Optimization exercise on an open flow, not production practice. RTL: at most simulated, not proved equivalent. Function not checked: runs 6 to 8. Power: default activity.

$ cat flow/flow/run.sh
#!/bin/bash
# Own layout flow: the standard flow (standard.sh) with two changes:
#  - synthesis maps the logic with an area-oriented ABC script (abc_area.script
#    here) instead of ORFS's; everything else in the synthesis is unchanged,
#    so the registers are the standard synthesis's;
#  - port buffering uses sky130_fd_sc_hd__buf_1 cells.
# Each tool's full output stays in orfs/logs/; make's output goes to make.log.
set -euo pipefail
W=$(pwd)
cat > "$W/own_synth.tcl" <<EOT
proc abc {args} {
  set i [lsearch -exact \$args -script]
  if {\$i >= 0} { lset args [expr {\$i + 1}] {$W/flow/abc_area.script} }
  yosys abc {*}\$args
}
source {$W/synth_recipe.tcl}
EOT
sed -e "s#SYNTH_SCRIPT=[^ ']*#SYNTH_SCRIPT=$W/own_synth.tcl#" \
    -e "s#CLKGATE_MAP_FILE= #CLKGATE_MAP_FILE= 'BUFFER_PORTS_ARGS=-buffer_cell sky130_fd_sc_hd__buf_1' #" \
    standard.sh > own_standard.sh
grep -q own_synth.tcl own_standard.sh
grep -q BUFFER_PORTS_ARGS own_standard.sh
bash own_standard.sh > make.log 2>&1
$ cat flow/flow/abc_area.script
strash
dch
amap
topo
$ cat flow/standard.sh
#!/bin/bash
# synth_recipe.tcl (not shown) runs the flow's synth.tcl, then flattens the netlist and writes it again
# the make line also repeats each setting of config.mk as NAME=value (left out here)
make -C /OpenROAD-flow-scripts/flow DESIGN_CONFIG=/design/flow/config.mk WORK_HOME=/design/flow/orfs CLKGATE_MAP_FILE= SYNTH_SCRIPT=/design/flow/synth_recipe.tcl "${@:-finish}"
$ cat flow/config.mk
export PLATFORM = sky130hd
export DESIGN_NAME = axi_gpio_top
export DESIGN_NICKNAME = axi_gpio_top
export VERILOG_FILES = /design/flow/design.v
export SDC_FILE = /design/flow/constraint.sdc
export NUM_CORES = 4
export LEC_CHECK = 0
export ABC_AREA = 1
export CAP_MARGIN = 20
export CORE_MARGIN = 2
export CORE_UTILIZATION = 40
export CTS_CLUSTER_DIAMETER = 100
export CTS_CLUSTER_SIZE = 30
export SLEW_MARGIN = 20
$ cat flow/constraint.sdc
create_clock -name core_clock -period 10.0 [get_ports {ACLK}]
set_input_delay 2.0000 -clock core_clock [delete_from_list [all_inputs] [get_ports {ACLK}]]
set_output_delay 2.0000 -clock core_clock [all_outputs]
set_load 0.01 [all_outputs]
$ cat flow/design.v
`timescale 1ns/1ps
module synchro(
  input                clk,
  input                resetn,
  input  [width-1 : 0] data_in,
  output [width-1 : 0] data_out
);
  parameter width = 1;
  reg [width-1 : 0] reg_a_s;
  reg [width-1 : 0] reg_b_s;
  always @(posedge clk or negedge resetn) begin
    if (~resetn) begin
      reg_a_s <= 0;
      reg_b_s <= 0;
    end else begin
      reg_a_s <= data_in;
      reg_b_s <= reg_a_s;
    end
  end
  assign data_out = reg_b_s;
endmodule  
`timescale 1ns/1ps
module debouncer(
  input        clk,
  input        res_n,
  input        ena,       
  input  [4:0] tgt,       
  input        tgt_ok,    
  input        data_in,   
  output       data_out   
);
  reg [12:0] lo;
  reg [4:0]  hi;
  reg        fil;
  wire d     = data_in ^ fil;
  wire hold  = ~ena;
  wire adv   = ena & d;                             
  wire lz    = ~|lo[11:0];
  wire wrap  = lo[12] & lz;                         
  wire lfb   = lo[12] ^ lo[3] ^ lo[2] ^ lo[0] ^ lz;
  wire hz    = ~|hi[3:0];
  wire hfb   = hi[4] ^ hi[2] ^ hz;
  wire hadv  = adv & wrap;
  wire hhold = hold | (adv & ~wrap);
  wire match = tgt_ok & (hi == tgt);
  wire [12:0] lo_n = ({13{hold}} & lo) | ({13{adv}} & {lo[11:0], lfb});
  wire [4:0]  hi_n = ({5{hhold}} & hi) | ({5{hadv}} & {hi[3:0], hfb});
  always @(posedge clk or negedge res_n) begin
    if (~res_n) begin
      lo  <= 13'h0;
      hi  <= 5'h0;
      fil <= 1'b0;
    end else begin
      lo  <= lo_n;
      hi  <= hi_n;
      fil <= fil ^ (adv & match);
    end
  end
  assign data_out = ena ? fil : data_in;
endmodule  
`timescale 1ns/1ps
module int_ctrl(
  input        clk,
  input        res_n,
  input  [7:0] switch,          
  input  [4:0] button,          
  output [7:0] int_switch_sts,  
  input  [7:0] int_switch_ena,  
  input  [7:0] int_switch_clr,  
  output [4:0] int_button_sts,  
  input  [4:0] int_button_ena,  
  input  [4:0] int_button_clr,  
  input  [4:0] button_posedge,  
  input  [4:0] button_negedge,  
  input        invoke_int,      
  output       interrupt
);
  reg [7:0] sw_sts;
  reg [4:0] bt_sts;
  reg       irq;
  reg [7:0] sw_prev;
  reg [4:0] bt_prev;
  wire [7:0] sw_chg = switch ^ sw_prev;
  wire [4:0] bt_chg = button ^ bt_prev;
  wire [4:0] bt_hit = bt_chg & ((button & button_posedge) | (~button & button_negedge));
  wire [7:0] sw_nxt = int_switch_ena & ({8{invoke_int}} | sw_chg | (sw_sts & ~int_switch_clr));
  wire [4:0] bt_nxt = int_button_ena & ({5{invoke_int}} | bt_hit | (bt_sts & (bt_chg | ~int_button_clr)));
  always @(posedge clk or negedge res_n) begin
    if (~res_n) begin
      sw_sts <= 8'h00;
      bt_sts <= 5'h00;
      irq    <= 1'b0;
    end else begin
      sw_sts <= sw_nxt;
      bt_sts <= bt_nxt;
      irq    <= |{sw_sts, bt_sts};
    end
  end
  always @(posedge clk) begin
    sw_prev <= switch;
    bt_prev <= button;
  end
  assign interrupt      = irq;
  assign int_switch_sts = sw_sts;
  assign int_button_sts = bt_sts;
endmodule  
`timescale 1ns/1ps
module axi_lite(
  input         ACLK,
  input         ARESETn,
  input         AWVALID,
  output        AWREADY,
  input  [31:0] AWADDR,
  input  [2 :0] AWPROT,
  input         WVALID,
  output        WREADY,
  input  [31:0] WDATA,
  input  [3 :0] WSTRB,
  output        BVALID,
  input         BREADY,
  output [1 :0] BRESP,
  input         ARVALID,
  output        ARREADY,
  input  [31:0] ARADDR,
  input  [2 :0] ARPROT,
  output        RVALID,
  input         RREADY,
  output [31:0] RDATA,
  output [1 :0] RRESP,
  output [7:0] led,
  input  [7:0] switch,
  input  [4:0] button,
  input  [7:0] int_switch_sts,
  output [7:0] int_switch_ena,
  output [7:0] int_switch_clr,
  input  [4:0] int_button_sts,
  output [4:0] int_button_ena,
  output [4:0] int_button_clr,
  output [4:0] button_posedge,
  output [4:0] button_negedge,
  output [7:0] deb_switch_ena,
  output [4:0] deb_button_ena,
  output [4:0] deb_time,
  output       invoke_int_test
);
  localparam [31:0] ID = 32'h7e8155aa;
  reg ar, rv, aw, bv;
  reg [7:0] led_s;
  reg [7:0] sw_ena;
  reg [4:0] bt_ena;
  reg [4:0] bt_pos;
  reg [4:0] bt_neg;
  reg [7:0] deb_sw_ena;
  reg [4:0] deb_bt_ena;
  reg [4:0] deb_t;
  reg [12:0] rdat;
  reg        rid;    
  reg        rdec;   
  reg        bdec;   
  reg [7:0]  sw_clr;
  reg [4:0]  bt_clr;
  reg        inv;
  wire [3:0] wa = AWADDR[5:2];
  wire [3:0] ra = ARADDR[5:2];
  wire s0 = WSTRB[0];
  wire s1 = WSTRB[1];
  wire w0 = s0 & WDATA[0];
  always @(posedge ACLK or negedge ARESETn) begin
    if (~ARESETn) begin
      ar         <= 1'b0;
      rv         <= 1'b0;
      aw         <= 1'b0;
      bv         <= 1'b0;
      led_s      <= 8'h00;
      sw_ena     <= 8'h00;
      bt_ena     <= 5'h00;
      bt_pos     <= 5'h00;
      bt_neg     <= 5'h00;
      deb_sw_ena <= 8'hff;
      deb_bt_ena <= 5'h1f;
      deb_t      <= 5'h00;
    end else begin
      ar <= (~ar & ~rv) | (ar & ~ARVALID);
      rv <= (ar & ARVALID) | (rv & ~RREADY);
      aw <= ~aw & ~bv & AWVALID & WVALID;
      bv <= aw | (bv & ~BREADY);
      if (aw) begin
        case (wa)
          4'd0: if (s0) led_s <= WDATA[7:0];
          4'd3: begin
            if (s0) sw_ena <= sw_ena | WDATA[7:0];
            if (s1) bt_ena <= bt_ena | WDATA[12:8];
          end
          4'd4: begin
            if (s0) sw_ena <= sw_ena & ~WDATA[7:0];
            if (s1) bt_ena <= bt_ena & ~WDATA[12:8];
          end
          4'd5: begin
            if (s0) bt_pos <= WDATA[4:0];
            if (s1) bt_neg <= WDATA[12:8];
          end
          4'd6: if (w0) begin
            sw_ena <= 8'hff;
            bt_ena <= 5'h1f;
            bt_pos <= 5'h1f;
            bt_neg <= 5'h1f;
          end
          4'd7: if (w0) begin
            sw_ena <= 8'h00;
            bt_ena <= 5'h00;
          end
          4'd8: begin
            if (s0) deb_sw_ena <= WDATA[7:0];
            if (s1) deb_bt_ena <= WDATA[12:8];
          end
          4'd9: if (s0) deb_t <= WDATA[4:0];
          default: ;
        endcase
      end
    end
  end
  always @(posedge ACLK) begin
    sw_clr <= {8{aw & (wa == 4'd2) & s0}} & WDATA[7:0];
    bt_clr <= {5{aw & (wa == 4'd2) & s1}} & WDATA[12:8];
    inv    <= aw & (wa == 4'd11) & w0;
    if (aw)
      bdec <= wa[3] & wa[2];
    if (ar) begin
      rid  <= (ra == 4'd10);
      rdec <= ra[3] & ra[2];
      case (ra)
        4'd0:    rdat <= {5'h00, led_s};
        4'd1:    rdat <= {button, switch};
        4'd2:    rdat <= {int_button_sts, int_switch_sts};
        4'd3:    rdat <= {bt_ena, sw_ena};
        4'd4:    rdat <= {bt_ena, sw_ena};
        4'd5:    rdat <= {bt_neg, 3'b000, bt_pos};
        4'd8:    rdat <= {deb_bt_ena, deb_sw_ena};
        4'd9:    rdat <= {8'h00, deb_t};
        4'd10:   rdat <= ID[12:0];
        default: rdat <= 13'h0000;
      endcase
    end
  end
  assign ARREADY = ar;
  assign RVALID  = rv;
  assign RDATA   = {ID[31:13] & {19{rid}}, rdat};
  assign RRESP   = {rdec, rdec};
  assign AWREADY = aw;
  assign WREADY  = aw;
  assign BVALID  = bv;
  assign BRESP   = {bdec, bdec};
  assign led             = led_s;
  assign int_switch_ena  = sw_ena;
  assign int_button_ena  = bt_ena;
  assign int_switch_clr  = sw_clr;
  assign int_button_clr  = bt_clr;
  assign button_posedge  = bt_pos;
  assign button_negedge  = bt_neg;
  assign deb_switch_ena  = deb_sw_ena;
  assign deb_button_ena  = deb_bt_ena;
  assign deb_time        = deb_t;
  assign invoke_int_test = inv;
endmodule  
 `timescale 1ns/1ps
module axi_gpio_top(  
  input ACLK,
  input ARESETn,
  input        AWVALID,
  output       AWREADY,
  input [31:0] AWADDR,
  input [2 :0] AWPROT,
  input        WVALID,
  output       WREADY,
  input [31:0] WDATA,
  input [3 :0] WSTRB,  
  output       BVALID,
  input        BREADY,
  output[1 :0] BRESP,
  input        ARVALID,
  output       ARREADY,
  input [31:0] ARADDR,
  input [2 :0] ARPROT,
  output       RVALID,
  input        RREADY,
  output[31:0] RDATA,
  output[1 :0] RRESP,
  output [7:0] led,      
  input  [7:0] switch,   
  input  [4:0] button,    
  output interrupt
);
  wire [7:0] int_switch_sts;
  wire [7:0] int_switch_ena;
  wire [7:0] int_switch_clr;
  wire [4:0] int_button_sts;
  wire [4:0] int_button_ena;
  wire [4:0] int_button_clr;
  wire [4:0] button_posedge;
  wire [4:0] button_negedge;
  wire [7:0] deb_switch_ena;
  wire [4:0] deb_button_ena;
  wire [7:0] switch_synch;
  wire [4:0] button_synch;
  wire [7:0] switch_deb;
  wire [4:0] button_deb;  
  wire [4:0] deb_time;
  wire       invoke_int;
  reg [4:0] deb_tgt;
  always @(*) begin
    case (deb_time)
      5'd0: deb_tgt = 5'd1;
      5'd1: deb_tgt = 5'd2;
      5'd2: deb_tgt = 5'd4;
      5'd3: deb_tgt = 5'd9;
      5'd4: deb_tgt = 5'd18;
      5'd5: deb_tgt = 5'd5;
      5'd6: deb_tgt = 5'd11;
      5'd7: deb_tgt = 5'd22;
      5'd8: deb_tgt = 5'd12;
      5'd9: deb_tgt = 5'd25;
      5'd10: deb_tgt = 5'd19;
      5'd11: deb_tgt = 5'd7;
      5'd12: deb_tgt = 5'd15;
      5'd13: deb_tgt = 5'd31;
      5'd14: deb_tgt = 5'd30;
      5'd15: deb_tgt = 5'd28;
      5'd16: deb_tgt = 5'd24;
      5'd17: deb_tgt = 5'd17;
      5'd18: deb_tgt = 5'd3;
      5'd19: deb_tgt = 5'd6;
      5'd20: deb_tgt = 5'd13;
      5'd21: deb_tgt = 5'd27;
      5'd22: deb_tgt = 5'd23;
      5'd23: deb_tgt = 5'd14;
      5'd24: deb_tgt = 5'd29;
      5'd25: deb_tgt = 5'd26;
      5'd26: deb_tgt = 5'd21;
      5'd27: deb_tgt = 5'd10;
      5'd28: deb_tgt = 5'd20;
      5'd29: deb_tgt = 5'd8;
      5'd30: deb_tgt = 5'd16;
      default: deb_tgt = 5'd0;
    endcase
  end
  wire       deb_tgt_ok = ~&deb_time;
  synchro#(8) 
  synchro_switch(  
    .clk     (ACLK),
    .resetn  (ARESETn),
    .data_in (switch),
    .data_out(switch_synch)
  );
  synchro#(5) 
  synchro_button(  
    .clk     (ACLK),
    .resetn  (ARESETn),
    .data_in (button),
    .data_out(button_synch)
  ); 
 genvar i;
 generate
    for (i=0; i<=7; i=i+1) begin : switch_debouncers 
    debouncer i_debouncer(  
     .clk(ACLK), 
     .res_n(ARESETn),
     .ena(deb_switch_ena[i]),
     .tgt(deb_tgt),
     .tgt_ok(deb_tgt_ok),
     .data_in(switch_synch[i]), 
     .data_out(switch_deb[i])      
 );
 end 
 endgenerate
 genvar j;
 generate
    for (j=0; j<=4; j=j+1) begin : buttton_debouncers
    debouncer j_debouncer(  
     .clk(ACLK), 
     .res_n(ARESETn),
     .ena(deb_button_ena[j]),
     .tgt(deb_tgt),
     .tgt_ok(deb_tgt_ok),
     .data_in(button_synch[j]), 
     .data_out(button_deb[j])      
 );
 end 
 endgenerate
 int_ctrl i_int_ctrl(  
   .clk(ACLK),
   .res_n(ARESETn),
   .switch(switch_deb),          
   .button(button_deb),          
   .int_switch_sts(int_switch_sts),
   .int_switch_ena(int_switch_ena), 
   .int_switch_clr(int_switch_clr),
   .int_button_sts(int_button_sts),
   .int_button_ena(int_button_ena),
   .int_button_clr(int_button_clr),
   .button_posedge(button_posedge),
   .button_negedge(button_negedge), 
   .invoke_int(invoke_int),
   .interrupt(interrupt)
);
 axi_lite i_axi_lite(  
   .ACLK(ACLK),
   .ARESETn(ARESETn),
   .AWVALID(AWVALID),
   .AWREADY(AWREADY),
   .AWADDR(AWADDR),
   .AWPROT(AWPROT),
   .WVALID(WVALID),
   .WREADY(WREADY),
   .WDATA(WDATA),
   .WSTRB(WSTRB),  
   .BVALID(BVALID),
   .BREADY(BREADY),
   .BRESP(BRESP),
   .ARVALID(ARVALID),
   .ARREADY(ARREADY),
   .ARADDR(ARADDR),
   .ARPROT(ARPROT),
   .RVALID(RVALID),
   .RREADY(RREADY),
   .RDATA(RDATA),
   .RRESP(RRESP),
   .led(led),            
   .switch(switch_deb),         
   .button(button_deb),         
   .int_switch_sts(int_switch_sts), 
   .int_switch_ena(int_switch_ena), 
   .int_switch_clr(int_switch_clr), 
   .int_button_sts(int_button_sts), 
   .int_button_ena(int_button_ena),
   .int_button_clr(int_button_clr),
   .button_posedge(button_posedge),
   .button_negedge(button_negedge), 
   .deb_switch_ena(deb_switch_ena),
   .deb_button_ena(deb_button_ena),
   .deb_time(deb_time),
   .invoke_int_test(invoke_int)
);  
endmodule  
==> results of run 1 <==
## worst min-delay path by stage
stage	endpoint	cells after the start
floorplan	synchro_button.reg_b_s[0]	0
global placement	synchro_switch.reg_b_s[7]	0
detailed placement	synchro_switch.reg_b_s[5]	0
CTS	synchro_switch.reg_b_s[5]	0
global route	synchro_button.reg_b_s[3]	0
finish	synchro_switch.reg_b_s[5]	0
## metal layers
layer | GRT usage | part of all wire
met2 | 0.310 | 0.46
met1 | 0.272 | 0.46
met5 | 0 | 0.00068
met3 | 0.0261 | 0.051
met4 | 0.0589 | 0.032
## per-stage QoR
step | power, uW | area, um2 | worst slack (ns) | instances
finish | 4080 | 18000 | 5.20 | 2330
global route | 4350 | 18000 | 4.78 | 2327
CTS | 4090 | 17900 | 5.24 | 2326
detailed placement | 3280 | 17500 | 4.68 | 2298
global placement | 3240 | 17400 | 4.80 | 2295
floorplan | 2860 | 16500 | 5.96 | 1689
## logic make-up (layout without fill, tap and decap cells)
kind of cell,after synthesis,count (layout),share of synthesized area
DFF,383,383,0.581
adders and majority gates,8,8,0.00609
other,1,13,0.000228
buffers and inverters,396,502,0.0959
AOI/OAI and AO/OA,574,574,0.228
and+or+nand+nor,318,318,0.0884
## area by class of cell
cell class,instances,share of cell area
well taps,532,0.0369
repair buffers,102,0.0274
inverters,372,0.0775
diodes,3,0.000417
multi-input cells,910,0.302
clock buffers,27,0.0257
flip-flops and latches,383,0.530
clock inverters,1,0.000486
## flip-flops by register name (all words and copies together) (netlist names), 13 cells and up
register / flops
buttton_debouncers.j_debouncer.hi: 25
buttton_debouncers.j_debouncer.lo: 65
i_axi_lite.rdat: 13
switch_debouncers.i_debouncer.hi: 40
switch_debouncers.i_debouncer.lo: 104
## where the power goes
group          switching (uW)  total [uW]  internal [uW]  leakage [uW]
combinational             796        1240            448       0.00211
sequential                216        2030           1810       0.00477
clock                     482         807            325      0.000225
total                    1490        4080           2590       0.00710
## critical path, delay by kind of cell
| kind | cells | cell delay, ns |
|---|---|---|
| AND/OR/NAND/NOR | 4 | 1.70 |
| buffers and inverters | 3 | 0.92 |
| AO/OA/AOI/OAI | 3 | 0.59 |
## cells in the mapped netlist
master,number
or2_0,3
nor2_1,135
a41oi_1,1
a211o_1,1
o32ai_1,16
o211ai_1,3
o22ai_1,352
nor2b_1,5
a222oi_1,3
a211oi_1,6
nand2b_1,13
dfstp_2,13
nor3_1,24
dfrtp_1,327
o21a_1,2
a21oi_1,31
o221ai_1,23
a2111oi_0,13
or4_1,7
a221oi_1,10
o31a_1,5
or3_1,1
edfxtp_1,16
nand3_1,16
o41a_1,1
o21ai_0,61
clkinv_1,372
buf_4,24
dfxtp_1,27
conb_1,1
o21bai_1,2
nand4_1,8
a22oi_1,2
a31oi_1,21
ha_1,8
o211a_1,13
nand2_1,63
o22a_1,1
a32oi_1,7
nor4_1,43
==> metrics.md, run 1 <==
| Metric | Value |
|---|---|
| Status | timing/DRC/antenna clean |
| Congestion Overflow GR | 0 |
| Post_cts resized | 0 |
| Clk root buf | clkbuf_16 |
| Area share of the largest cell type after synthesis | 0.498 |
| Setup violations, final | 0 |
| Yosys warnings | 6 |
| Die H | 207 um |
| Top cell type by total area after synthesis | dfrtp_1 |
| CP Data Arrival Time | 5.22 ns |
| Lkg Pwr | 0.00710 uW |
| CTS tree | done |
| Slew @ Worst Pin | 1.03 ns |
| Detailed-route via count | 13100 |
| Synthesized flop and latch total | 383 |
| Final HPWL from detailed placement | 27800 um |
| Most frequent CP cell | nor2_1 |
| Synth top area cells | dfrtp_1, o22ai_1, clkinv_1 |
| Post-CTS setup buffers | 0 |
| Period utilization | 0.480 |
| Max Clock Freq | 0.208 GHz |
| DR pass1 iterations | 5 |
| Initial antenna violation count | 3 |
| Most frequent cells in the layout | clkinv_1, o22ai_1, dfrtp_1, nor2_1, buf_1 |
| Slew margin rel. | 0.309 |
| Critical Path RT | 10.42 ns |
| CTS buffer count | 16 |
| Worst hold slack | 0.360 ns |
| Worst path slowest cell | nor2_1 |
| Core Area | 40600 um2 |
| Type of origin of the critical path | input port |
| Register area | 9550 um2 |
| Tmin final | 4.80 ns |
| Hold Crit Start | synchro_switch.reg_a_s[5] |
| Drt total wl | 41200 um |
| Vias per inst | 5.62 |
| Critical path type | input port to register |
| Worst Setup EP | i_axi_lite.sw_ena[4] |
| Routed len/inst | 17.7 um |
| Largest net degree at the start of global routing | 189 |
| Buffers on Ports | 82 |
| Synth Cell Area | 16400 um2 |
| Die Span X | 207 um |
| Fin. max-slew vios | 0 |
| Maxcap violations | 0 |
| Setup TNS | 0 ns |
| Post-synthesis sequential area ratio | 0.581 |
| I/O pin count | 176 |
| Clock transition at the registers of the reported paths | 0.11 ns |
| Total track usage | 0.193 |
| R2r endpoint | buttton_debouncers[3].j_debouncer.fil |
| Worst r2r path cells | 12 |
| Number of filler instances in the final layout | 3944 |
| R2r setup slk | 6.02 ns |
| First-pass GRT wire length | 65700 um |
| Layout cells sized above 1 | 0.0362 |
| CP startpoint | AWADDR[2] |
| CTS sink count | 383 |
| Layout Utilization | 0.443 |
| Critical Path Sink Type | register |
| PD cells | 226 nW/um2 |
| Clk_skew | 0.0178 ns |
| Worst-path cell chain | buf_1 > or2_0 > nor2_1 > nor2_1 > clkinv_1 > o221ai_1 > nor2_1 > clkinv_1 > o21ai_0 > o31a_1 |
| Max rail drop VDD | 0.102 mV |
| Antenna viol nets, final | 0 |
| Clock Latency Late Sink | 0.54 ns |
| Hold-fix buffers at CTS | 0 |
| Site Rows | 74 |
| Worst Path Max Fanout | 12 |
| H-tree Lvls | 1 |
| Worst Hold Class | register to register |
| Nets | 1919 |
| Placer congestion estimate | 0.871 |
| Area of the multi-input gates | 5440 um2 |
| Area grow syn2layout | 9.68% |
| Final Hold Viols | 0 |
| Vias in the first global route | 12400 |
| Netlist cell types | 40 |
| Initial Util | 0.404 |
| Avg Cell Area, Syn | 9.78 um2 |
| Starting DRC count in detailed routing | 851 |
| Most common cell after layout, fill and taps aside | clkinv_1 |
| Cells after Synth | 1680 |
| Die area | 42700 um2 |
| Max incr delay on CP | 0.65 ns |
| R2R Path Start | i_axi_lite.deb_t[0] |
| Worst-case clock buffer depth | 3 |
| RSZ-0062 raised after global routing | no |
| DRC Markers | 0 |
==> run 2, diff against run 1 <==
--- a/flow/config.mk
+++ b/flow/config.mk
@@ -10,3 +10,3 @@
 export CORE_MARGIN = 2
-export CORE_UTILIZATION = 40
+export CORE_UTILIZATION = 65
 export CTS_CLUSTER_DIAMETER = 100
==> run 2 against run 1 <==
- still clean
- clock skew down 0.0018 ns
- via count is 0.36% higher
- worst setup slack improved by 0.013 ns
- combinational power about the same
- synthesized cell count unchanged
- fmax grew 0.27%
- critical path depth unchanged
==> metrics.md, run 2 <==
| Metric | Value |
|---|---|
| Status | timing/DRC/antenna clean |
| Die H | 163 um |
| Top_reg_cell synth | dfrtp_1 |
| Hold Crit Start | synchro_switch.reg_a_s[5] |
| CTS tree | done |
| Lkg Pwr | 0.00708 uW |
| Slew margin rel. | 0.309 |
| Clock transition at the registers of the reported paths | 0.12 ns |
| Synthesized flop and latch total | 383 |
| Complex-gate fraction of the synthesized area | 0.228 |
| Largest Register | switch_debouncers.i_debouncer.lo |
| Core Area | 25000 um2 |
| Max rail drop VDD | 0.178 mV |
| Type of origin of the critical path | input port |
| Placed cell count | 2092 |
| Detailed-route via count | 13200 |
| RSZ-0062 raised after global routing | no |
| Fin cells | 2120 |
| Place WS | 4.83 ns |
| Synth top area cells | dfrtp_1, o22ai_1, clkinv_1 |
| Largest net degree at the start of global routing | 141 |
| Ys async rst share | 0.888 |
| Layout cells sized above 1 | 0.0341 |
| Congestion Overflow GR | 0 |
| Vias in the first global route | 12700 |
| Largest register FFs | 104 |
| Initial Util | 0.658 |
| Die Span X | 163 um |
| PD cells | 229 nW/um2 |
| Synth Area in XOR/XNOR | 0 |
| Post-synthesis sequential area ratio | 0.581 |
| Synth Area in Adders | 0.00609 |
| N_diodes | 0 |
| Starting DRC count in detailed routing | 1139 |
| Antenna viol nets, final | 0 |
| DRC Markers | 0 |
| Post-synth top cells | clkinv_1, o22ai_1, dfrtp_1 |
| DR pass1 iterations | 7 |
| Period utilization | 0.479 |
| CTS buffer count | 16 |
| Area grow syn2layout | 7.95% |
| First-pass GRT wire length | 63400 um |
| Post-Synth Simple-Gate Area | 0.0884 |
| Die area | 26600 um2 |
| R2r setup slk | 5.89 ns |
| Worst Path Max Fanout | 12 |
| Largest regs | switch_debouncers.i_debouncer.lo (104), buttton_debouncers.j_debouncer.lo (65), switch_debouncers.i_debouncer.hi (40) |
| Yosys warnings | 6 |
| Critical path type | input port to register |
| R2r endpoint | switch_debouncers[3].i_debouncer.fil |
| Layout Utilization | 0.711 |
| H-tree Lvls | 1 |
| Number of filler instances in the final layout | 1934 |
| Area share of the largest cell type after synthesis | 0.498 |
| Clk root buf | clkbuf_16 |
| Maxcap violations | 0 |
| Routed len/inst | 18.4 um |
| Tmin final | 4.79 ns |
| Worst Hold Depth | 0 |
| Setup violations, final | 0 |
| Buffers on Ports | 82 |
| Most instantiated library cell after synthesis | clkinv_1 |
| Worst-case clock buffer depth | 3 |
| Combinational family with the most area after synthesis | compound AO/OA/AOI/OAI gates |
| Site Rows | 58 |
| Clock Latency Late Sink | 0.53 ns |
| Hold endpoint | synchro_switch.reg_b_s[5] |
| CTS sink count | 383 |
| Max Clock Freq | 0.209 GHz |
| Critical Path Sink Type | register |
| Nets | 1914 |
| R2R Path Start | i_axi_lite.deb_t[0] |
| Netlist cell types | 40 |
| Placer congestion estimate | 0.932 |
| I/O pin count | 176 |
| Setup TNS | 0 ns |
| CP Data Arrival Time | 5.22 ns |
| CP startpoint | AWADDR[2] |
| Final Hold Viols | 0 |
| Worst r2r path cells | 13 |
| Initial antenna violation count | 0 |
| Mux contribution to synthesized area | 0 |
| Most frequent cells in the layout | clkinv_1, o22ai_1, dfrtp_1, nor2_1, buf_1 |
| Clk_skew | 0.0160 ns |
| Final HPWL from detailed placement | 26700 um |
| Worst Hold Class | register to register |
| Most common cell after layout, fill and taps aside | clkinv_1 |
| Vias per inst | 6.20 |
| Top cell type by total area after synthesis | dfrtp_1 |
| Critical Path RT | 10.43 ns |
| Cells after Synth | 1680 |
| Drt total wl | 39000 um |
| Post-CTS setup buffers | 0 |
| Avg Cell Area, Syn | 9.78 um2 |
| Post_cts resized | 0 |
| Slew @ Worst Pin | 1.03 ns |
| Synth Cell Area | 16400 um2 |
| Fin. max-slew vios | 0 |
| Number of synthesized flops with an enable pin | 16 |
| Final WS setup | 5.21 ns |
| Hold-fix buffers at CTS | 0 |
| Total track usage | 0.299 |
## run 2: cell counts after synthesis
Identical to the previous run, type by type.
## run 2: worst max-delay path by stage
stage,endpoint,cells past startpoint
2_1_floorplan,i_axi_lite.sw_ena[0],9
5_1_grt,i_axi_lite.sw_ena[1],10
3_3_place_gp,i_axi_lite.sw_ena[3],10
6_report,i_axi_lite.sw_ena[4],10
4_1_cts,i_axi_lite.sw_ena[4],10
3_5_place_dp,i_axi_lite.sw_ena[4],10
## run 2: metal layers
layer	global-route usage	vias up	wire [um]
li1	-	6321	-
met1	0.413	6297	16500
met2	0.490	425	18800
met3	0.0402	109	2270
met4	0.109	0	1500
met5	0	-	0
## run 2: worst max-delay path, cell delays in order
cell and delay [ns]:
buf_1 0.19, or2_0 0.61, nor2_1 0.31, nor2_1 0.61, clkinv_1 0.47, o221ai_1 0.34
nor2_1 0.17, clkinv_1 0.24, o21ai_0 0.15, o31a_1 0.12
## run 2: cell type report
class	instances	area (um2)	share of cell area
repair buffers	97	449	0.0253
clock inverters	1	8.76	0.000494
well taps	330	413	0.0233
inverters	372	1400	0.0787
multi-input cells	910	5460	0.308
clock buffers	27	463	0.0261
flip-flops and latches	383	9550	0.538
## run 2: per-stage QoR
step	hold WS, ns	area [um2]	total power (uW)
after floorplan	0.331	16500	2860
after global placement	0.334	17200	3220
after detailed placement	0.336	17200	3260
after CTS	0.361	17700	4050
after global routing	0.365	17700	4310
final	0.359	17700	4060
## run 2: logic make-up (layout without fill, tap and decap cells)
logic type,after synthesis,count (layout)
buffers and inverters,396,497
other,1,10
adder cells (fa/ha/maj),8,8
AND/OR/NAND/NOR,318,318
AO/OA/AOI/OAI,574,574
flip-flops,383,383
## run 2: report_power, final
group	internal, uW	total (uW)	switching, uW	leakage, uW
Clock	326	796	470	0.000226
Sequential	1810	2030	214	0.00477
Combinational	445	1240	797	0.00209
==> run 3, diff against run 2 <==
--- a/flow/flow/run.sh
+++ b/flow/flow/run.sh
@@ -10,2 +10,3 @@
 cat > "$W/own_synth.tcl" <<EOT
+rename abc my_std_abc
 proc abc {args} {
@@ -13,3 +14,3 @@
   if {\$i >= 0} { lset args [expr {\$i + 1}] {$W/flow/abc_area.script} }
-  yosys abc {*}\$args
+  my_std_abc {*}\$args
 }
--- a/flow/config.mk
+++ b/flow/config.mk
@@ -10,3 +10,3 @@
 export CORE_MARGIN = 2
-export CORE_UTILIZATION = 65
+export CORE_UTILIZATION = 40
 export CTS_CLUSTER_DIAMETER = 100
==> run 3 against run 2 <==
- the run now fails in synthesis (1_2_yosys)
==> metrics.md, run 3 <==
| Metric | Value |
|---|---|
| Log Error | ERROR: TCL interpreter returned an error: can't rename "abc": command doesn't exist |
| Status | aborted with a tool error |
| Yosys warnings | 6 |
| Fail Step | synthesis (1_2_yosys) |
==> run 4, diff against run 3 <==
==> flow/run.sh (new file) <==
#!/bin/bash
# synth_recipe.tcl (not shown) runs the flow's synth.tcl, then flattens the netlist and writes it again
# the make line also repeats each setting of config.mk as NAME=value (left out here)
make -C /OpenROAD-flow-scripts/flow DESIGN_CONFIG=/design/flow/config.mk WORK_HOME=/design/flow/orfs CLKGATE_MAP_FILE= SYNTH_SCRIPT=/design/flow/synth_recipe.tcl finish
removed: flow/flow/run.sh
removed: flow/flow/abc_area.script
removed: flow/standard.sh
==> run 4 against run 3 <==
- the run now finishes clean
==> metrics.md, run 4 <==
| Metric | Value |
|---|---|
| Largest net degree at the start of global routing | 166 |
| Type of origin of the critical path | input port |
| Synthesized flop and latch total | 383 |
| Die Span X | 215 um |
| Slew margin rel. | 0.276 |
| Most frequent cells in the layout | inv_1, nand2_1, dfrtp_1, o22ai_1, nor2_1 |
| Placed cell count | 2655 |
| Cell family with most CP delay | buffers and inverters |
| Core Area | 44000 um2 |
| Die H | 215 um |
| Post-CTS setup buffers | 0 |
| Yosys warnings | 6 |
| Post-synth top cells | inv_1, nand2_1, dfrtp_1 |
| Post-synthesis sequential area ratio | 0.537 |
| DRC Markers | 0 |
| Starting DRC count in detailed routing | 1107 |
| Status | timing/DRC/antenna clean |
| Critical path type | input port to register |
| Layout cells sized above 1 | 0.0378 |
| N_diodes | 0 |
| Largest register FFs | 104 |
| Hold-fix buffers at CTS | 0 |
| Avg Cell Area, Syn | 8.64 um2 |
| Maxcap violations | 0 |
| I/O pin count | 176 |
| WP buf/inv | 2 |
| Worst path slowest cell | clkdlybuf4s50_1 |
| Antenna viol nets, final | 0 |
| Top_reg_cell synth | dfrtp_1 |
| Clk root buf | clkbuf_16 |
| Synth Cell Area | 17800 um2 |
| Worst Path Max Fanout | 10 |
| Top cell type by total area after synthesis | dfrtp_1 |
| Die area | 46200 um2 |
| Area share of the largest cell type after synthesis | 0.460 |
| Place WS | 5.72 ns |
| Critical Path RT | 10.26 ns |
| CTS tree | done |
| Buffers on Ports | 82 |
| Max rail drop VDD | 0.121 mV |
| Fin. max-slew vios | 0 |
| Setup violations, final | 0 |
| Setup TNS | 0 ns |
| Lkg Pwr | 0.00894 uW |
| Most common cell after layout, fill and taps aside | inv_1 |
| PD cells | 191 nW/um2 |
| Placer congestion estimate | 0.870 |
| RSZ-0062 raised after global routing | no |
| Initial Util | 0.404 |
| Worst-path cell chain | clkdlybuf4s50_1 > nor2_1 > nand2_1 > clkinv_1 > a221oi_1 > o211ai_1 |
| Final WS setup | 6.16 ns |
| Final HPWL from detailed placement | 29800 um |
| Vias in the first global route | 13300 |
| Tmin final | 3.84 ns |
| Netlist cell types | 44 |
| Vias per inst | 5.16 |
| Worst Hold Class | register to register |
| Post_cts resized | 0 |
| Clock Latency Late Sink | 0.55 ns |
| Final Hold Viols | 0 |
| Largest Register | switch_debouncers.i_debouncer.lo |
| Site Rows | 77 |
| Area grow syn2layout | 9.25% |
| Most instantiated library cell after synthesis | inv_1 |
| CP Data Arrival Time | 4.10 ns |
| Congestion Overflow GR | 0 |
| Slew @ Worst Pin | 1.08 ns |
| Hold Crit Start | synchro_switch.reg_a_s[1] |
| Largest regs | switch_debouncers.i_debouncer.lo (104), buttton_debouncers.j_debouncer.lo (65), switch_debouncers.i_debouncer.hi (40) |
| Clk_skew | 0.0212 ns |
| Number of synthesized flops with an enable pin | 16 |
| Fin cells | 2683 |
| Routed len/inst | 16.1 um |
| Drt total wl | 43200 um |
| R2R Path Start | i_axi_lite.deb_t[0] |
| Initial antenna violation count | 0 |
| Max Clock Freq | 0.261 GHz |
| CTS buffer count | 16 |
| DR pass1 iterations | 5 |
| Worst-case clock buffer depth | 3 |
| First-pass GRT wire length | 70500 um |
| Clock transition at the registers of the reported paths | 0.11 ns |
| Nets | 2215 |
| Ys async rst share | 0.888 |
| Period utilization | 0.384 |
| Synth top area cells | dfrtp_1, inv_1, o22ai_1 |
| CTS sink count | 383 |
| CP startpoint | ARADDR[3] |
| H-tree Lvls | 1 |
| Cells after Synth | 2059 |
| Total track usage | 0.187 |
| Detailed-route via count | 13800 |
| Critical Path Sink Type | register |
| Max incr delay on CP | 0.56 ns |
run 4: worst reg2reg max path: cells and delay by family (launching register included):
kind          cells  cell delay (ns)
flops             1             0.58
fa+ha+maj         1             0.40
buf+inv           2             0.33
simple gates     10             1.65
run 4: kinds of logic after synthesis:
logic type / count (synthesis) / share of synthesized area
AOI/OAI and AO/OA: 430 / 0.147
buffers and inverters: 473 / 0.109
adders and majority gates: 8 / 0.00563
other: 1 / 0.000211
DFF: 383 / 0.537
xor gates and xnor gates: 58 / 0.0286
and+or+nand+nor: 706 / 0.173
run 4: layer usage:
layer  vias up  GRT usage  share of wire
met3        59     0.0246          0.044
met2       304      0.311           0.47
met4         0     0.0444          0.021
met5         -          0              0
li1       6825          -              -
met1      6646      0.261           0.46
run 4: path summary, 6_finish.rpt:
kind	depth (start not counted)	slack (ns)	to
min in group asynchronous	1	1.57	buttton_debouncers[3].j_debouncer.lo[6]
worst min-delay path	0	0.36	synchro_switch.reg_b_s[1]
max in group asynchronous	2	6.98	switch_debouncers[4].i_debouncer.hi[0]
worst max-delay path	6	6.16	i_axi_lite.rdat[4]
worst min register to register	0	0.36	synchro_switch.reg_b_s[1]
worst max register to register	13	6.98	switch_debouncers[3].i_debouncer.fil
run 4: layout make-up:
class	instances	area (um2)
Timing Repair Buffer	85	861
Clock buffer	27	473
Multi-Input combinational cell	1212	6340
Clock inverter	1	30.0
Tap cell	592	741
Inverter	383	1440
Sequential cell	383	9550
Fill cell	4322	24600
run 4: power breakdown:
part           leakage (uW)  total, uW  internal (uW)  switching (uW)
Combinational       0.00379        960            365             595
Sequential          0.00491       1920           1760             162
Clock              0.000241        837            357             480
Total               0.00894       3720           2480            1240
run 4: stage by stage:
| stage | util | hold WS (ns) | total power, uW | instance area (um2) |
|---|---|---|---|---|
| 2_1_floorplan | - | 0.331 | 2580 | 17800 |
| 3_3_place_gp | 0.430 | 0.334 | 2880 | 18900 |
| 3_5_place_dp | 0.430 | 0.337 | 2910 | 18900 |
| 4_1_cts | 0.441 | 0.362 | 3760 | 19400 |
| 5_1_grt | 0.441 | 0.375 | 3950 | 19400 |
| 6_report | 0.441 | 0.360 | 3720 | 19400 |
==> run 5, diff against run 4 <==
--- a/flow/config.mk
+++ b/flow/config.mk
@@ -11,4 +11,2 @@
 export CORE_UTILIZATION = 40
-export CTS_CLUSTER_DIAMETER = 100
-export CTS_CLUSTER_SIZE = 30
 export SLEW_MARGIN = 20
==> run 5 against run 4 <==
- still clean on timing, DRC and antenna
- clock skew fell by 0.0067 ns
- critical path depth did not move
- synthesized cell count did not move
- fmax rose by 0.64%
- clock-buffer cell count rose by 37
- power rose by 18%
- routed wire length rose by 1.7%
- global-route usage rose by 0.33 points
- critical path type unchanged
==> metrics.md, run 5 <==
| Metric | Value |
|---|---|
| Synth Area in Adders | 0.00563 |
| Logic pwr share | 0.218 |
| Worst path slowest cell | clkdlybuf4s50_1 |
| Placer congestion estimate | 0.870 |
| Buffers on Ports | 82 |
| Slew margin rel. | 0.275 |
| Site Rows | 77 |
| Mux contribution to synthesized area | 0 |
| Critical path type | input port to register |
| Critical Path Sink Type | register |
| Most instantiated library cell after synthesis | inv_1 |
| Area share of the largest cell type after synthesis | 0.460 |
| Avg Cell Area, Syn | 8.64 um2 |
| PD cells | 217 nW/um2 |
| Reg power frac | 0.438 |
| Max rail drop VDD | 0.121 mV |
| Vias per inst | 5.15 |
| Worst-path cell chain | clkdlybuf4s50_1 > nor2_1 > nand2_1 > clkinv_1 > a221oi_1 > o211ai_1 |
| Post-CTS setup buffers | 0 |
| Fin cells | 2732 |
| Area of the multi-input gates | 6340 um2 |
| Max Clock Freq | 0.262 GHz |
| Slew @ Worst Pin | 1.09 ns |
| Synth Area in XOR/XNOR | 0.0286 |
| Antenna viol nets, final | 0 |
| Die area | 46200 um2 |
| Core Area | 44000 um2 |
| Routed len/inst | 16.1 um |
| Clock power share | 0.344 |
| Congestion Overflow GR | 0 |
| Detailed-route via count | 14100 |
| Most frequent cells in the layout | inv_1, nand2_1, dfrtp_1, o22ai_1, nor2_1 |
| Ys async rst share | 0.888 |
| Hold endpoint | synchro_switch.reg_b_s[1] |
| Initial Util | 0.404 |
| Largest regs | switch_debouncers.i_debouncer.lo (104), buttton_debouncers.j_debouncer.lo (65), switch_debouncers.i_debouncer.hi (40) |
| Period utilization | 0.381 |
| Total track usage | 0.191 |
| Layout Utilization | 0.460 |
| Internal Pwr Total | 3010 uW |
| Nets | 2241 |
| Complex-gate fraction of the synthesized area | 0.147 |
| Setup TNS | 0 ns |
| RSZ-0062 raised after global routing | no |
| Yosys warnings | 6 |
| Worst r2r path cells | 13 |
| Synthesized flop and latch total | 383 |
| Worst Hold Depth | 0 |
| NetSw | 1380 uW |
| R2r endpoint | switch_debouncers[3].i_debouncer.fil |
| CTS sink count | 383 |
| Combinational family with the most area after synthesis | simple AND/OR/NAND/NOR gates |
| H-tree Lvls | 2 |
| First-pass GRT wire length | 71300 um |
| Area grow syn2layout | 14.0% |
| Initial antenna violation count | 0 |
| Worst Path Max Fanout | 10 |
| Hold-fix buffers at CTS | 0 |
| WP buf/inv | 2 |
| Number of filler instances in the final layout | 4252 |
| WP depth | 6 |
| Clk_skew | 0.0146 ns |
| Maxcap violations | 0 |
| Netlist cell types | 44 |
| Setup violations, final | 0 |
| Design Area, Final | 20300 um2 |
| Lkg Pwr | 0.00937 uW |
| Post_cts resized | 0 |
| Fin. max-slew vios | 0 |
| Worst-case clock buffer depth | 3 |
| Critical Path RT | 10.26 ns |
| Synth top area cells | dfrtp_1, inv_1, o22ai_1 |
| CTS buffer count | 42 |
| Type of origin of the critical path | input port |
| Vias in the first global route | 13600 |
| Final HPWL from detailed placement | 29800 um |
| Status | timing/DRC/antenna clean |
| Final WS setup | 6.19 ns |
| Drt total wl | 44000 um |
| DRC Markers | 0 |
| Most common cell after layout, fill and taps aside | inv_1 |
| Cells after Synth | 2059 |
| Max incr delay on CP | 0.57 ns |
| Top cell type by total area after synthesis | dfrtp_1 |
| R2r setup slk | 6.99 ns |
| Register area | 9550 um2 |
| Clock transition at the registers of the reported paths | 0.06 ns |
| Post-Synth Simple-Gate Area | 0.173 |
| I/O pin count | 176 |
| Post-synth top cells | inv_1, nand2_1, dfrtp_1 |
| Tmin final | 3.81 ns |
| Die H | 215 um |
| Top_reg_cell synth | dfrtp_1 |
| Net Sw Frac | 0.314 |
| Number of synthesized flops with an enable pin | 16 |
| Cell Area, Placed | 18900 um2 |
| Largest Register | switch_debouncers.i_debouncer.lo |
| N_diodes | 0 |
| R2R Path Start | i_axi_lite.deb_t[0] |
| Post-synthesis sequential area ratio | 0.537 |
| Clk root buf | clkbuf_16 |
| CP Data Arrival Time | 4.07 ns |
| Largest net degree at the start of global routing | 166 |
| Clock Latency Late Sink | 0.55 ns |
| Starting DRC count in detailed routing | 1107 |
| Place WS | 5.72 ns |
| Largest register FFs | 104 |
| Placed cell count | 2655 |
| CTS tree | done |
| Cell family with most CP delay | buffers and inverters |
| DR pass1 iterations | 6 |
| Final Hold Viols | 0 |
| Synth Cell Area | 17800 um2 |
| Layout cells sized above 1 | 0.0584 |
| Hold Crit Start | synchro_switch.reg_a_s[1] |
| Die Span X | 215 um |
| Worst Hold Class | register to register |
-- run 5: cell types whose count changed in the layout (fill, tap and decap cells not counted) --
cell       before  now
clkbuf_1        9   12
clkinv_4        0    1
inv_4           0    1
inv_6           0    1
clkinv_2        0    9
clkbuf_8        1    9
clkbuf_16      17   43
-- run 5: worst max-delay path by stage --
| stage | slack, ns | start | end |
|---|---|---|---|
| 6_report | 6.19 | ARADDR[3] | i_axi_lite.rdat[4] |
| 3_3_place_gp | 5.72 | ARADDR[5] | i_axi_lite.rdat[4] |
| 3_5_place_dp | 5.72 | ARADDR[5] | i_axi_lite.rdat[4] |
| 4_1_cts | 6.29 | ARADDR[5] | i_axi_lite.rdat[4] |
| 5_1_grt | 6.04 | ARADDR[5] | i_axi_lite.rdat[4] |
| 2_1_floorplan | 6.80 | AWADDR[2] | i_axi_lite.sw_ena[5] |
-- run 5: area by class of cell --
cell class,instances,area share
flip-flops and latches,383,0.471
multi-input cells,1212,0.313
inverters,383,0.0709
clock buffers,64,0.0614
repair buffers,85,0.0425
well taps,592,0.0365
clock inverters,13,0.00488
-- run 5: worst reg2reg max path, stage by stage, from the launching register on --
cell and delay (ns):
dfrtp_1 0.55, inv_1 0.26, ha_1 0.41, inv_1 0.07, nand2_1 0.09, nand3_1 0.12, nand3_2 0.44, nand2_2 0.57
nand2_1 0.10, nand2_1 0.08, nand2_1 0.05, nor2_1 0.09, nand3_1 0.07, nand2_1 0.06
-- run 5: per-stage QoR --
| step | hold slack (ns) | total power (uW) |
|---|---|---|
| floorplan | 0.331 | 2580 |
| global placement | 0.334 | 2880 |
| detailed placement | 0.337 | 2910 |
| CTS | 0.351 | 4430 |
| global route | 0.362 | 4640 |
| finish | 0.348 | 4390 |
-- run 5: cell families (layout without fill, tap and decap cells) --
family / after synthesis / after routing
other: 1 / 10
xor gates and xnor gates: 58 / 58
and+or+nand+nor: 706 / 706
AOI/OAI and AO/OA: 430 / 430
DFF: 383 / 383
buffers and inverters: 473 / 545
adders and majority gates: 8 / 8
-- run 5: per-layer routing --
layer  vias up  GRT usage  part of all wire
li1       6908          -                 -
met2       333      0.316              0.47
met1      6743      0.261              0.46
met3        75     0.0279             0.048
met5         -          0                 0
met4         0     0.0546             0.023
-- run 5: power groups by stage --
| stage | Sequential [uW] | Clock [uW] | Combinational (uW) |
|---|---|---|---|
| 3_5_place_dp | 1950 | 0 | 959 |
| 6_report | 1920 | 1510 | 959 |
| 3_3_place_gp | 1940 | 0 | 943 |
| 4_1_cts | 1920 | 1540 | 964 |
| 2_1_floorplan | 1900 | 0 | 687 |
| 5_1_grt | 1950 | 1610 | 1080 |
==> run 6, diff against run 5 <==
--- a/flow/design.v
+++ b/flow/design.v
@@ -35,14 +35,6 @@
   wire d     = data_in ^ fil;
-  wire hold  = ~ena;
-  wire adv   = ena & d;                             
-  wire lz    = ~|lo[11:0];
-  wire wrap  = lo[12] & lz;                         
-  wire lfb   = lo[12] ^ lo[3] ^ lo[2] ^ lo[0] ^ lz;
-  wire hz    = ~|hi[3:0];
-  wire hfb   = hi[4] ^ hi[2] ^ hz;
-  wire hadv  = adv & wrap;
-  wire hhold = hold | (adv & ~wrap);
+  wire z     = ~|lo[11:0];
+  wire wrap  = lo[12] & z;                          
+  wire fb    = lo[12] ^ lo[3] ^ lo[2] ^ lo[0] ^ z;
   wire match = tgt_ok & (hi == tgt);
-  wire [12:0] lo_n = ({13{hold}} & lo) | ({13{adv}} & {lo[11:0], lfb});
-  wire [4:0]  hi_n = ({5{hhold}} & hi) | ({5{hadv}} & {hi[3:0], hfb});
   always @(posedge clk or negedge res_n) begin
@@ -52,6 +44,11 @@
       fil <= 1'b0;
-    end else begin
-      lo  <= lo_n;
-      hi  <= hi_n;
-      fil <= fil ^ (adv & match);
+    end else if (ena) begin
+      if (d) begin
+        lo <= {lo[11:0], fb};
+        hi <= hi + {4'h0, wrap};
+      end else begin
+        lo <= 13'h0;
+        hi <= 5'h0;
+      end
+      fil <= fil ^ (d & match);
     end
@@ -308,39 +305,3 @@
   wire       invoke_int;
-  reg [4:0] deb_tgt;
-  always @(*) begin
-    case (deb_time)
-      5'd0: deb_tgt = 5'd1;
-      5'd1: deb_tgt = 5'd2;
-      5'd2: deb_tgt = 5'd4;
-      5'd3: deb_tgt = 5'd9;
-      5'd4: deb_tgt = 5'd18;
-      5'd5: deb_tgt = 5'd5;
-      5'd6: deb_tgt = 5'd11;
-      5'd7: deb_tgt = 5'd22;
-      5'd8: deb_tgt = 5'd12;
-      5'd9: deb_tgt = 5'd25;
-      5'd10: deb_tgt = 5'd19;
-      5'd11: deb_tgt = 5'd7;
-      5'd12: deb_tgt = 5'd15;
-      5'd13: deb_tgt = 5'd31;
-      5'd14: deb_tgt = 5'd30;
-      5'd15: deb_tgt = 5'd28;
-      5'd16: deb_tgt = 5'd24;
-      5'd17: deb_tgt = 5'd17;
-      5'd18: deb_tgt = 5'd3;
-      5'd19: deb_tgt = 5'd6;
-      5'd20: deb_tgt = 5'd13;
-      5'd21: deb_tgt = 5'd27;
-      5'd22: deb_tgt = 5'd23;
-      5'd23: deb_tgt = 5'd14;
-      5'd24: deb_tgt = 5'd29;
-      5'd25: deb_tgt = 5'd26;
-      5'd26: deb_tgt = 5'd21;
-      5'd27: deb_tgt = 5'd10;
-      5'd28: deb_tgt = 5'd20;
-      5'd29: deb_tgt = 5'd8;
-      5'd30: deb_tgt = 5'd16;
-      default: deb_tgt = 5'd0;
-    endcase
-  end
+  wire [4:0] deb_tgt    = deb_time + 5'd1;
   wire       deb_tgt_ok = ~&deb_time;
==> run 6 against run 5 <==
- fmax rose by 3.9%
- routed wire length rose by 4.6%
- via count rose by 8.0%
- hold slack got worse by 0.0051 ns
- sequential cell count did not move
- sequential share of layout area fell by 1.7 points
- synthesized cell count rose by 12%
- first-iteration DRC count rose by 1.2%
==> metrics.md, run 6 <==
| Metric | Value |
|---|---|
| Status | timing/DRC/antenna clean |
| Nets | 2522 |
| Drt total wl | 46000 um |
| Synth top area cells | dfrtp_1, nand2_1, inv_1 |
| Most instantiated library cell after synthesis | nand2_1 |
| Avg Cell Area, Syn | 7.99 um2 |
| Site Rows | 78 |
| Clk_skew | 0.00798 ns |
| Critical path type | register to primary output |
| Placed cell count | 2923 |
| Lkg Pwr | 0.0100 uW |
| CTS tree | done |
| Largest Register | switch_debouncers.i_debouncer.lo |
| CTS sink count | 383 |
| CP Data Arrival Time | 1.67 ns |
| Type of origin of the critical path | register |
| Initial Util | 0.406 |
| CTS buffer count | 43 |
| Number of synthesized flops with an enable pin | 16 |
| Clk root buf | clkbuf_16 |
| Maxcap violations | 0 |
| First-pass GRT wire length | 74900 um |
| Ys async rst share | 0.888 |
| Fin cells | 3000 |
| Worst-case clock buffer depth | 3 |
| Setup violations, final | 0 |
| Period utilization | 0.367 |
| Layout cells sized above 1 | 0.0517 |
| DR pass1 iterations | 6 |
| Buffers on Ports | 82 |
| Worst path slowest cell | clkdlybuf4s50_1 |
| Most frequent cells in the layout | nand2_1, inv_1, dfrtp_1, nor2_1, o22ai_1 |
| Tmin final | 3.67 ns |
| Slew @ Worst Pin | 1.08 ns |
| Top_reg_cell synth | dfrtp_1 |
| Yosys warnings | 5 |
| Critical Path RT | 8.00 ns |
| Worst Path Max Fanout | 8 |
| Largest net degree at the start of global routing | 87 |
| Largest regs | switch_debouncers.i_debouncer.lo (104), buttton_debouncers.j_debouncer.lo (65), switch_debouncers.i_debouncer.hi (40) |
| Clock Latency Late Sink | 0.56 ns |
| Synthesized flop and latch total | 383 |
| Cell family with most CP delay | buffers and inverters |
| Placer congestion estimate | 0.828 |
| Vias in the first global route | 14700 |
| Final HPWL from detailed placement | 30700 um |
| Starting DRC count in detailed routing | 1120 |
| WP buf/inv | 1 |
| Vias per inst | 5.06 |
| Netlist cell types | 40 |
| Place WS | 5.83 ns |
| Worst Hold Class | register to register |
| Area grow syn2layout | 14.0% |
| Area share of the largest cell type after synthesis | 0.443 |
| N_diodes | 0 |
| RSZ-0062 raised after global routing | no |
| I/O pin count | 176 |
| Max rail drop VDD | 0.146 mV |
| Max Clock Freq | 0.272 GHz |
| H-tree Lvls | 2 |
| Die area | 47900 um2 |
| Total track usage | 0.196 |
| Cell Area, Placed | 19700 um2 |
| Final Hold Viols | 0 |
| PD cells | 205 nW/um2 |
| Post-CTS setup buffers | 0 |
| Setup TNS | 0 ns |
| Design Area, Final | 21000 um2 |
| Post-synth top cells | nand2_1, inv_1, dfrtp_1 |
| Max incr delay on CP | 0.60 ns |
| Die H | 219 um |
| Critical Path Sink Type | primary output |
| DRC Markers | 0 |
| Top cell type by total area after synthesis | dfrtp_1 |
| Post_cts resized | 0 |
| Detailed-route via count | 15200 |
| Synth Cell Area | 18500 um2 |
| Cells after Synth | 2309 |
| Routed len/inst | 15.3 um |
| Initial antenna violation count | 1 |
| Post-synthesis sequential area ratio | 0.517 |
| Largest register FFs | 104 |
| Fin. max-slew vios | 0 |
| Slew margin rel. | 0.281 |
| Final WS setup | 6.33 ns |
| Congestion Overflow GR | 0 |
| Core Area | 45500 um2 |
| Most common cell after layout, fill and taps aside | nand2_1 |
| Antenna viol nets, final | 0 |
| Clock transition at the registers of the reported paths | 0.06 ns |
| Die Span X | 219 um |
| Hold-fix buffers at CTS | 0 |
| Worst-path cell chain | clkdlybuf4s50_1 |
run 6: cell types whose count changed after synthesis, moves of 21 or more:
cell / change
clkbuf_1: -21
xor2_1: -27
nand2_1: +159
o22ai_1: -49
nand3_1: +25
a31oi_1: -25
nor3_1: +34
buf_2: +23
nor2_1: +138
nand4_1: -27
a21oi_1: +34
run 6: routing by layer:
metal	part of all wire	routed length, um	up-vias	GRT usage
li1	-	-	7530	-
met1	0.46	21100	7219	0.266
met5	0.00022	10	-	0
met4	0.029	1350	2	0.0651
met2	0.46	21100	342	0.316
met3	0.053	2440	94	0.0384
run 6: report_power, final:
| group | switching (uW) | internal (uW) | total, uW |
|---|---|---|---|
| sequential | 171 | 1740 | 1910 |
| clock | 635 | 926 | 1560 |
| combinational | 514 | 327 | 841 |
| total | 1320 | 2990 | 4310 |
run 6: final timing paths:
| path | from | endpoint | slack (ns) | cells after the start |
|---|---|---|---|---|
| setup / recovery | i_axi_lite.aw | AWREADY | 6.33 | 1 |
| hold / removal | synchro_button.reg_a_s[3] | synchro_button.reg_b_s[3] | 0.34 | 0 |
| max in group asynchronous | ARESETn | switch_debouncers[7].i_debouncer.hi[3] | 6.58 | 3 |
| min in group asynchronous | ARESETn | buttton_debouncers[0].j_debouncer.lo[5] | 1.44 | 1 |
| setup reg to reg | i_axi_lite.deb_t[1] | register | 6.72 | 13 |
| hold reg to reg | synchro_button.reg_a_s[3] | synchro_button.reg_b_s[3] | 0.34 | 0 |
run 6: area by class of cell:
class | instances | area (um2)
clock inverters | 10 | 95.1
fillers | 4441 | 24400
clock buffers | 67 | 1280
multi-input cells | 1463 | 7030
repair buffers | 90 | 890
inverters | 387 | 1450
well taps | 600 | 751
flip-flops and latches | 383 | 9550
run 6: metrics by stage:
step | hold WS [ns] | utilization | power, uW
after global placement | 0.334 | 0.432 | 2760
after CTS | 0.345 | 0.463 | 4350
after global routing | 0.355 | 0.463 | 4550
final | 0.343 | 0.463 | 4310
after detailed placement | 0.337 | 0.432 | 2770
after floorplan | 0.331 | - | 2470
run 6: cell families after synthesis:
| family | count (synthesis) | share of synthesized area |
|---|---|---|
| compound gates | 374 | 0.118 |
| buf+inv | 472 | 0.104 |
| flops | 383 | 0.517 |
| simple gates | 1036 | 0.234 |
| other cells | 1 | 0.000203 |
| xor+xnor | 15 | 0.00712 |
| fa+ha+maj | 28 | 0.0190 |
==> run 7, diff against run 6 <==
--- a/flow/config.mk
+++ b/flow/config.mk
@@ -11,2 +11,3 @@
 export CORE_UTILIZATION = 40
+export CTS_BUF_LIST = sky130_fd_sc_hd__clkbuf_4
 export SLEW_MARGIN = 20
==> run 7 against run 6 <==
- register-to-register slack improved by 0.02 ns
- die area unchanged
- cell area about the same
- non-clock buffer count unchanged
- power decreased by 3.3%
- largest cell class unchanged
- utilization about the same
- hold slack got worse by 0.0024 ns
- fmax decreased by 6.0%
- clock skew increased by 0.031 ns
- global-route usage increased by 0.24 points
- routed wire length increased by 0.33%
==> metrics.md, run 7 <==
| Metric | Value |
|---|---|
| DRC Markers | 0 |
| Top Usage Layer GRT | met2 |
| Clk root buf | clkbuf_4 |
| Max incr delay on CP | 0.60 ns |
| Setup violations, final | 0 |
| Met3 usage | 0.0426 |
| WP buf/inv | 1 |
| NetSw | 1340 uW |
| Top_reg_cell synth | dfrtp_1 |
| Initial antenna violation count | 2 |
| Period utilization | 0.391 |
| Nets | 2583 |
| Largest register FFs | 104 |
| Final HPWL from detailed placement | 30700 um |
| Fin cells | 3114 |
| Slew @ Worst Pin | 1.03 ns |
| Routed len/inst | 14.8 um |
| Type of origin of the critical path | register |
| Congestion Overflow GR | 0 |
| Synth top area cells | dfrtp_1, nand2_1, inv_1 |
| Layout Utilization | 0.462 |
| Starting DRC count in detailed routing | 1098 |
| CP startpoint | i_axi_lite.aw |
| Post-synth top cells | nand2_1, inv_1, dfrtp_1 |
| I/O pin count | 176 |
| Critical Path Sink Type | primary output |
| Synthesized flop and latch total | 383 |
| Antenna viol nets, final | 0 |
| Lkg Pwr | 0.0102 uW |
| Max rail drop VDD | 0.108 mV |
| Status | timing/DRC/antenna clean |
| Initial Util | 0.406 |
| Die Span X | 219 um |
| H-tree Lvls | 3 |
| Worst-path cell chain | clkdlybuf4s50_1 |
| Yosys warnings | 5 |
| Maxcap violations | 0 |
| Ys async rst share | 0.888 |
| Worst Hold Class | register to register |
| CTS sink count | 383 |
| Worst Hold Depth | 0 |
| Largest net degree at the start of global routing | 87 |
| Buffers on Ports | 82 |
| Hold Crit Start | synchro_switch.reg_a_s[5] |
| Slew margin rel. | 0.314 |
| Total track usage | 0.199 |
| Setup TNS | 0 ns |
| Hold-fix buffers at CTS | 0 |
| Die H | 219 um |
| Clock power share | 0.341 |
| Area grow syn2layout | 14.0% |
| Largest regs | switch_debouncers.i_debouncer.lo (104), buttton_debouncers.j_debouncer.lo (65), switch_debouncers.i_debouncer.hi (40) |
| Cell family with most CP delay | buffers and inverters |
| Internal Pwr Total | 2830 uW |
| Clk_skew | 0.0395 ns |
| Synth Cell Area | 18500 um2 |
| Top cell type by total area after synthesis | dfrtp_1 |
| Post-CTS setup buffers | 0 |
| CTS buffer count | 104 |
| DR pass1 iterations | 6 |
| Most common cell after layout, fill and taps aside | nand2_1 |
| Area share of the largest cell type after synthesis | 0.443 |
| Core Area | 45500 um2 |
| Reg power frac | 0.457 |
| WP depth | 1 |
| Clock Latency Late Sink | 0.81 ns |
| GR Util met2 | 0.317 |
| CTS tree | done |
| Avg Cell Area, Syn | 7.99 um2 |
| Clock transition at the registers of the reported paths | 0.07 ns |
| Worst-case clock buffer depth | 3 |
| First-pass GRT wire length | 75700 um |
| Number of synthesized flops with an enable pin | 16 |
| Most frequent cells in the layout | nand2_1, inv_1, dfrtp_1, nor2_1, clkbuf_4 |
| CP Data Arrival Time | 1.91 ns |
| Layout cells sized above 1 | 0.0959 |
| Worst r2r path cells | 13 |
| R2r setup slk | 6.74 ns |
| Critical path type | register to primary output |
| Placed cell count | 2923 |
| Cells after Synth | 2309 |
| Vias in the first global route | 15200 |
| Met1 Resource Use GR | 0.264 |
| Netlist cell types | 40 |
| Worst Path Max Fanout | 8 |
| Max Clock Freq | 0.256 GHz |
| Most instantiated library cell after synthesis | nand2_1 |
| RSZ-0062 raised after global routing | no |
| Worst path slowest cell | clkdlybuf4s50_1 |
| PD cells | 198 nW/um2 |
| Placer congestion estimate | 0.828 |
| Detailed-route via count | 15600 |
| Post-synthesis sequential area ratio | 0.517 |
| Largest Register | switch_debouncers.i_debouncer.lo |
| Critical Path RT | 8.00 ns |
| Final Hold Viols | 0 |
| Logic pwr share | 0.202 |
| Die area | 47900 um2 |
| Drt total wl | 46100 um |
| Tmin final | 3.91 ns |
| Post_cts resized | 0 |
| R2R Path Start | i_axi_lite.deb_t[1] |
| Site Rows | 78 |
| Vias per inst | 5.02 |
| Fin. max-slew vios | 0 |
| Net Sw Frac | 0.321 |
run 7: power by group through the flow:
stage / registers (uW) / clock network, uW / logic [uW]
4_1_cts: 1910 / 1470 / 846
3_5_place_dp: 1930 / 0 / 843
6_report: 1910 / 1420 / 841
3_3_place_gp: 1930 / 0 / 827
5_1_grt: 1930 / 1550 / 961
2_1_floorplan: 1870 / 0 / 594
run 7: cells by family (layout without fill, tap and decap cells):
logic type	Yosys count	count (layout)	synth area share
AOI/OAI and AO/OA	374	374	0.118
xor gates and xnor gates	15	15	0.00712
adders and majority gates	28	28	0.0190
buffers and inverters	472	667	0.104
DFF	383	383	0.517
other	1	11	0.000203
and+or+nand+nor	1036	1036	0.234
run 7: per-layer routing:
metal,routed length (um),up-vias
li1,-,7726
met5,10,-
met4,1310,2
met3,2360,105
met1,21000,7404
met2,21400,386
run 7: path summary, 6_finish.rpt:
path	endpoint
max	AWREADY
min	synchro_switch.reg_b_s[5]
max reg2reg	register
min reg2reg	synchro_switch.reg_b_s[5]
max in group asynchronous	switch_debouncers[4].i_debouncer.hi[4]
min in group asynchronous	buttton_debouncers[4].j_debouncer.lo[2]
run 7: area by class of cell:
cell class	count	area (um2)
Antenna cell	1	2.50
Clock buffer	171	1280
Clock inverter	19	72.6
Fill cell	4551	24500
Inverter	387	1450
Multi-Input combinational cell	1463	7030
Sequential cell	383	9550
Tap cell	600	751
Timing Repair Buffer	90	890
run 7: per-stage QoR:
step / instance area (um2) / setup WS, ns / power (uW) / hold WS [ns]
finish: 21000 / 6.09 / 4170 / 0.340
global route: 21000 / 6.00 / 4440 / 0.349
CTS: 21000 / 6.00 / 4230 / 0.352
detailed placement: 19700 / 5.83 / 2770 / 0.337
global placement: 19700 / 5.87 / 2760 / 0.334
floorplan: 18500 / 7.07 / 2470 / 0.331
==> run 8, diff against run 7 <==
--- a/flow/config.mk
+++ b/flow/config.mk
@@ -11,3 +11,3 @@
 export CORE_UTILIZATION = 40
-export CTS_BUF_LIST = sky130_fd_sc_hd__clkbuf_4
+export CTS_BUF_LIST = sky130_fd_sc_hd__clkbuf_8
 export SLEW_MARGIN = 20
==> run 8 against run 7 <==
- still clean on timing, DRC and antenna
- synthesized cell count unchanged
- worst setup slack improved by 0.17 ns
- hold slack improved by 0.0090 ns
- final cell count decreased by 2.2%
- non-clock buffer count unchanged
- cell area increased by 0.25%
- routed wire length increased by 0.42%
- clock skew decreased by 0.016 ns
- fmax increased by 4.6%
- die area unchanged
- critical endpoint unchanged
==> metrics.md, run 8 <==
| Metric | Value |
|---|---|
| Status | timing/DRC/antenna clean |
| R2R Path Start | i_axi_lite.deb_t[1] |
| Synth Cell Area | 18500 um2 |
| Post-CTS setup buffers | 0 |
| Worst hold slack | 0.349 ns |
| Hold Crit Start | synchro_button.reg_a_s[3] |
| Critical Path Sink Type | primary output |
| Critical Path RT | 8.00 ns |
| Worst r2r path cells | 13 |
| NetSw | 1350 uW |
| Initial Util | 0.406 |
| Clock Latency Late Sink | 0.63 ns |
| Number of filler instances in the final layout | 4462 |
| Avg Cell Area, Syn | 7.99 um2 |
| Type of origin of the critical path | register |
| Max rail drop VDD | 0.120 mV |
| Congestion Overflow GR | 0 |
| Site Rows | 78 |
| Hold-fix buffers at CTS | 0 |
| Most common cell after layout, fill and taps aside | nand2_1 |
| Post-Synth Simple-Gate Area | 0.234 |
| Vias in the first global route | 14900 |
| DRC Markers | 0 |
| Ys async rst share | 0.888 |
| Logic pwr share | 0.198 |
| Netlist cell types | 40 |
| Post-synth top cells | nand2_1, inv_1, dfrtp_1 |
| Slew margin rel. | 0.285 |
| Reg power frac | 0.450 |
| Worst-path cell chain | clkdlybuf4s50_1 |
| RSZ-0062 raised after global routing | no |
| Synth Area in XOR/XNOR | 0.00712 |
| Number of synthesized flops with an enable pin | 16 |
| Post-synthesis sequential area ratio | 0.517 |
| Post_cts resized | 0 |
| Clk_skew | 0.0230 ns |
| Top cell type by total area after synthesis | dfrtp_1 |
| Design Area, Final | 21100 um2 |
| Max Clock Freq | 0.268 GHz |
| Final Hold Viols | 0 |
| Synth Area in Adders | 0.0190 |
| Max incr delay on CP | 0.60 ns |
| Area of the multi-input gates | 7030 um2 |
| Drt total wl | 46300 um |
| Largest register FFs | 104 |
| Worst Path Max Fanout | 8 |
| Core Area | 45500 um2 |
| Yosys warnings | 5 |
| Starting DRC count in detailed routing | 1217 |
| Tmin final | 3.73 ns |
| Synth top area cells | dfrtp_1, nand2_1, inv_1 |
| Worst-case clock buffer depth | 3 |
| CTS sink count | 383 |
| Die H | 219 um |
| Total track usage | 0.199 |
| Combinational family with the most area after synthesis | simple AND/OR/NAND/NOR gates |
| Nets | 2547 |
| Fin. max-slew vios | 0 |
| Lkg Pwr | 0.0102 uW |
| I/O pin count | 176 |
| Setup TNS | 0 ns |
| Metal-1 WL | 21100 um |
| Hold endpoint | synchro_button.reg_b_s[3] |
| Vias per inst | 5.04 |
| Internal Pwr Total | 2890 uW |
| Critical path type | register to primary output |
| Top_reg_cell synth | dfrtp_1 |
| Mux contribution to synthesized area | 0 |
| Buffers on Ports | 82 |
| Setup violations, final | 0 |
| Most instantiated library cell after synthesis | nand2_1 |
run 8: worst max path at each step:
stage | start | end | slack [ns] | cells past startpoint
finish | i_axi_lite.aw | AWREADY | 6.27 | 1
global route | i_axi_lite.rid | RDATA[25] | 6.19 | 1
CTS | i_axi_lite.aw | AWREADY | 6.23 | 1
detailed placement | ARADDR[5] | i_axi_lite.rdat[7] | 5.83 | 8
global placement | ARADDR[5] | i_axi_lite.rdat[7] | 5.87 | 8
floorplan | ARADDR[5] | i_axi_lite.rdat[2] | 7.07 | 7
run 8: layout make-up:
cell class / instances / share of cell area
Antenna cell: 1 / 0.000119
Clock buffer: 90 / 0.0588
Sequential cell: 383 / 0.453
Multi-Input combinational cell: 1463 / 0.333
Clock inverter: 33 / 0.00807
Tap cell: 600 / 0.0356
Inverter: 387 / 0.0690
Timing Repair Buffer: 90 / 0.0422
run 8: power by group through the flow:
| stage | clock (uW) | combinational [uW] | sequential, uW |
|---|---|---|---|
| 2_1_floorplan | 0 | 594 | 1870 |
| 4_1_cts | 1530 | 846 | 1910 |
| 3_5_place_dp | 0 | 843 | 1930 |
| 5_1_grt | 1600 | 961 | 1930 |
| 3_3_place_gp | 0 | 827 | 1930 |
| 6_report | 1490 | 841 | 1910 |
run 8: per-layer routing:
layer	global-route usage	vias to the layer above
li1	-	7594
met1	0.267	7313
met2	0.317	355
met3	0.0401	108
met4	0.0759	2
met5	0	-
run 8: cells by family (layout without fill, tap and decap cells):
family | after synthesis | in the layout
other | 1 | 11
flip-flops | 383 | 383
AND/OR/NAND/NOR | 1036 | 1036
buffers and inverters | 472 | 600
XOR/XNOR | 15 | 15
adder cells (fa/ha/maj) | 28 | 28
AO/OA/AOI/OAI | 374 | 374
run 8: per-stage QoR:
stage          power (uW)  utilization  worst slack [ns]
5_1_grt              4490        0.463              6.19
2_1_floorplan        2470            -              7.07
3_3_place_gp         2760        0.432              5.87
6_report             4240        0.463              6.27
3_5_place_dp         2770        0.432              5.83
4_1_cts              4290        0.463              6.23
